Source: an optimization exercise on an open RTL-to-GDS flow (aim: small area and a short achievable clock period). Production flows keep margins and buffers that such runs may drop.
No functional check of the RTL was part of any run shown here.
No activity file was given, so power comes from the tool's default toggle rates.

==> flow/design.v, too long to show whole: its modules and the start of the top module <==
// module FIR: 3219 lines
module FIR #
(
    parameter inbit = 11,
    parameter outbit = 23,
    parameter n=32
)
(
    input rst,
    input clk,
    input wire signed [inbit-1:0] infix,
    output reg signed [outbit-1:0] outfix
);
  // ...
==> flow/run.sh <==
#!/bin/bash
# synth_recipe.tcl (not shown) runs the flow's synth.tcl, then flattens the netlist and writes it again
# the make line also repeats each setting of config.mk as NAME=value (left out here)
make -C /OpenROAD-flow-scripts/flow DESIGN_CONFIG=/design/flow/config.mk WORK_HOME=/design/flow/orfs CLKGATE_MAP_FILE= SYNTH_SCRIPT=/design/flow/synth_recipe.tcl finish
==> flow/config.mk <==
export PLATFORM = sky130hd
export DESIGN_NAME = FIR
export DESIGN_NICKNAME = FIR
export VERILOG_FILES = /design/flow/design.v
export SDC_FILE = /design/flow/constraint.sdc
export NUM_CORES = 4
export LEC_CHECK = 0
export CAP_MARGIN = 20
export CORE_MARGIN = 2
export CORE_UTILIZATION = 40
export SETUP_SLACK_MARGIN = 1.8
export SLEW_MARGIN = 20
==> flow/constraint.sdc <==
create_clock -name core_clock -period 4.2 [get_ports {clk}]
set_input_delay 0.8400 -clock core_clock [delete_from_list [all_inputs] [get_ports {clk}]]
set_output_delay 0.8400 -clock core_clock [all_outputs]
set_load 0.01 [all_outputs]
==> results.sh, run 1 <==
export IMPL_outcome="timing/DRC/antenna clean"
export IMPL_yosysMostFrequentCell="inv_1"
export IMPL_synthMuxAreaShare_pct=0.367
export IMPL_gp_congestion=0.781
export IMPL_final_common_cell="inv_1"
export IMPL_whs_ns=0.368
export IMPL_synth_top_area_share_pct=39.8
export IMPL_use_met1_pct=17.2
export IMPL_port_buffers=35
export IMPL_yosysSeqAreaShare_pct=39.8
export IMPL_synthCells=3025
export IMPL_max_cap_violations=0
export IMPL_grt_busiest_layer="met2"
export IMPL_leakage_uw=0.0172
export IMPL_final_seq_area_sq_um=13500
export IMPL_pre_cts_ws_ns=0.760
export IMPL_dpl_hpwl_microns=38300
export IMPL_synthToLayoutAreaGrowth_pct=15.2
export IMPL_cts_tree="built"
export IMPL_fillerInstances=7605
export IMPL_syn_area_sq_um=33400
export IMPL_grt_use_total_pct=13.5
export IMPL_synth_flop_cell="dfxtp_1"
export IMPL_synth_compound_area_share_pct=1.51
export IMPL_tightest_slew_ns=0.975
export IMPL_die_height_microns=293
export IMPL_placed_cell_area_sq_um=35100
export IMPL_inverters=826
export IMPL_drc=0
export IMPL_num_rows=105
export IMPL_rr_endpoint="A5_7_0"
export IMPL_cts_hold_buf=0
==> run 2: changes to the inputs <==
--- a/flow/config.mk
+++ b/flow/config.mk
@@ -9,4 +9,4 @@
 export CORE_MARGIN = 2
 export CORE_UTILIZATION = 40
-export SETUP_SLACK_MARGIN = 1.8
+export SETUP_SLACK_MARGIN = 2.1
 export SLEW_MARGIN = 20
==> run 2 against run 1 <==
Net effect:
- wire length rose by 3.7%
- first-iteration DRC count shrank 2.5%
- non-clock buffer count increased by 76
- critical path type unchanged
- final cell count rose by 2.1%
- combinational power is 21% higher
- setup slack improved by 0.013 ns
- sequential power about the same
- largest cell class unchanged
- synthesized cell count unchanged
- total power up 5.5%
- flip-flop and latch count unchanged
- largest power group unchanged
- clock power increased by 3%
- clock skew grew 0.0049 ns
==> results.sh, run 2 <==
export IMPL_outcome="timing/DRC/antenna clean"
export IMPL_num_rows=105
export IMPL_synthToLayoutAreaGrowth_pct=21.7
export IMPL_hold_viol_final=0
export IMPL_critPathKind="reg2reg"
export IMPL_synthCells=3025
export IMPL_path_delay_family="adder cells"
export IMPL_min_period_over_period_pct=61.2
export IMPL_final_cell_area_sq_um=40600
export IMPL_dpl_hpwl_microns=38400
export IMPL_core_sq_um=82400
export IMPL_syn_area_sq_um=33400
export IMPL_crit_buf_inv=2
export IMPL_cts_root_buf="clkbuf_16"
export IMPL_most_common_layout_cells="inv_1, dfxtp_1, fa_1"
export IMPL_synth_flop_cell="dfxtp_1"
export IMPL_synthAdderAreaFrac_pct=35.5
export IMPL_cts_hold_buf=0
export IMPL_routedWlPerCell_microns=12.8
export IMPL_synth_compound_area_share_pct=1.51
export IMPL_via_per_inst=4.24
export IMPL_top_register="outfix"
export IMPL_fillerInstances=7273
export IMPL_cts_tree="built"
export IMPL_drive_gt1_share_pct=33.6
export IMPL_synthMuxAreaShare_pct=0.367
export IMPL_pre_cts_ws_ns=0.779
export IMPL_critPathLaunchType="flop"
export IMPL_grt_pass1_vias=20018
export IMPL_internal_power_uw=12600
export IMPL_leakage_uw=0.0177
export IMPL_synth_cell_types=53
export IMPL_num_antenna_cells=0
export IMPL_slowest_delay_ns=0.52
export IMPL_die_height_microns=293
export IMPL_critical_path_arrival_ns=3.06
export IMPL_placed_cell_area_sq_um=35700
export IMPL_synth_warnings=1
export IMPL_clkLatencyLatePin_ns=0.61
export IMPL_port_buffers=35
export IMPL_grt_antenna_before_repair=0
export IMPL_rsz0062_at_grt="true"
export IMPL_cp_max_fo=4
export IMPL_hp_class="reg2reg"
export IMPL_synth_avg_cell_area_sq_um=11.0
export IMPL_final_antenna_net_count=0
export IMPL_crit_path_end_kind="flop"
export IMPL_synth_common_cells="inv_1, dfxtp_1, fa_1"
export IMPL_irDropWorstVdd_mv=0.329
export IMPL_slew_violations=0
export IMPL_setup_viol=0
export IMPL_yosysSeqAreaShare_pct=39.8
export IMPL_ys_seq_elements=664
export IMPL_cts_buffers=74
export IMPL_switching_share_pct=27.4
export IMPL_cp_depth=7
export IMPL_drtIter0Drc=553
export IMPL_final_nets=3852
export IMPL_max_cap_violations=0
export IMPL_gr_total_overflow=0
export IMPL_max_slew_margin_rel_pct=31.3
export IMPL_power_density_nw_per_um2=428
export IMPL_synth_xor_area_share_pct=0.367
export IMPL_start_util_pct=40.5
export IMPL_ctsHtreeMaxLevel=3
export IMPL_synth_top_area_share_pct=39.8
export IMPL_final_common_cell="inv_1"
export IMPL_grt_use_total_pct=13.9
export IMPL_cp_slowest_cell="fa_2"
export IMPL_synth_nets=3665
export IMPL_yosysMostFrequentCell="inv_1"
export IMPL_p_seq_share_pct=38.9
export IMPL_boundaryPins=36
export IMPL_die_w_microns=293
export IMPL_synthTopCellsByArea="dfxtp_1, fa_1, inv_1"
export IMPL_first_pass_iters=4
export IMPL_grt_pass1_wl_microns=96100
export IMPL_p_clk_share_pct=36.4
export IMPL_die_area_sq_um=85800
export IMPL_p_sw_uw=4770
export IMPL_tightest_slew_ns=1.03
export IMPL_synth_largest_area_cell="dfxtp_1"
export IMPL_vias=18389
export IMPL_min_period_ns=2.57
export IMPL_hold_path_depth=1
export IMPL_crit_path_frequent_cell="fa_2"
export IMPL_largest_register_ffs=20
export IMPL_synth_top_family_by_area="adder cells"
export IMPL_synth_edf_count=0
export IMPL_async_flop_share_pct=0
export IMPL_reg2reg_depth=7
export IMPL_grt_max_degree=172
export IMPL_fin_ws_ns=1.63
export IMPL_gp_congestion=0.765
export IMPL_skew_ns=0.0230
export IMPL_power_frac_comb_pct=24.7
export IMPL_fin_tns_setup_ns=0
export IMPL_cts_max_path_buffers=3
export IMPL_crit_required_ns=4.69
export IMPL_max_freq_ghz=0.389
export IMPL_synth_simple_area_share_pct=12.2
export IMPL_clk_pin_slew_ns=0.06
export IMPL_wirelength_microns=55500
export IMPL_path_cells="fa_2 -> fa_1 -> inv_1 -> fa_2 -> inv_2 -> fa_2 -> or2_4"
export IMPL_cts_sinks=664
export IMPL_drc=0
-- run 2: worst paths after layout --
check               from      to  slack, ns
hold reg to reg   U13[7]  U14[7]       0.37
setup reg to reg   U8[3]  A5_7_0       1.63
setup / recovery   U8[3]  A5_7_0       1.63
hold / removal    U13[7]  U14[7]       0.37
-- run 2: layout make-up --
type	count	area (sq um)	share of cell area, %
clock buffer	122	2320	5.72
clock inverter	14	73.8	0.182
inverter	826	3220	7.92
multi-input combinational	1454	18200	44.8
sequential	664	13700	33.7
tap	1070	1340	3.30
timing repair buffer	192	1770	4.37
-- run 2: repair_timing --
action / 4_1_cts / 5_1_grt
resized for setup: 383 / 274
pin swaps: 127 / 119
cloned: 0 / 0
endpoints found under the setup margin: 228 / 221
setup buffers: 110 / 41
-- run 2: logic make-up (layout without fill, tap and decap cells) --
| group | count (synthesis) | in the layout |
|---|---|---|
| fa+ha+maj | 627 | 627 |
| flops | 664 | 664 |
| compound gates | 73 | 73 |
| simple gates | 729 | 729 |
| buf+inv | 907 | 1154 |
| mux | 11 | 11 |
| xor+xnor | 14 | 14 |
-- run 2: power groups by stage --
stage	Combinational, uW	Clock (uW)	Sequential [uW]
floorplan	2600	0	6930
global placement	3360	0	6930
detailed placement	3430	0	6930
CTS	3950	6550	6780
global route	4840	6820	6810
finish	4290	6340	6770
-- run 2: stage by stage --
stage,hold slack (ns),instances,utilization [%],power [uW]
6_report,0.366,4342,49.3,17400
5_1_grt,0.376,4342,49.3,18500
4_1_cts,0.361,4301,48.2,17300
3_5_place_dp,0.361,4055,43.3,10400
3_3_place_gp,0.357,4055,43.3,10300
2_1_floorplan,0.356,3025,-,9530
-- run 2: metal layers --
metal | global-route usage, % | wire, microns | vias to the layer above
met5 | 0 | 0 | -
met4 | 3.83 | 1290 | 0
met3 | 2.55 | 1620 | 98
met2 | 24.7 | 28300 | 152
met1 | 17.4 | 24300 | 9237
li1 | - | - | 8902

port drivers added, routing unchanged:
The flow's constraints put no driver on any port. The routed layouts listed below were extracted and timed again, unchanged, in two steps.
Step 1, drivers: a clkbuf_16 drives clk and a buf_2 each remaining input, both assumed.
Step 2 adds t to the input delays and takes it off the output delays; t is the mean of the earliest and latest rising clock arrival at the registers after step 1. Input paths then give back, and output paths get back, about the clock's delay inside the block.
a / b / c = ideal ports / drivers / drivers and shift; a / b = the first two.
run	t, ns	slack for setup (ns)	worst register clock-pin slew, ns	worst data-port slew with drivers (ns)
run 1	0.648	1.617 / 1.617 / 1.205	0.06 / 0.06	0.05
run 2	0.660	1.630 / 1.630 / 1.105	0.06 / 0.06	0.05
After both steps every run listed still meets setup and hold. For run 2, which loses most, drivers alone change the setup slack by 0.000 ns; drivers and shift together by -0.525 ns.
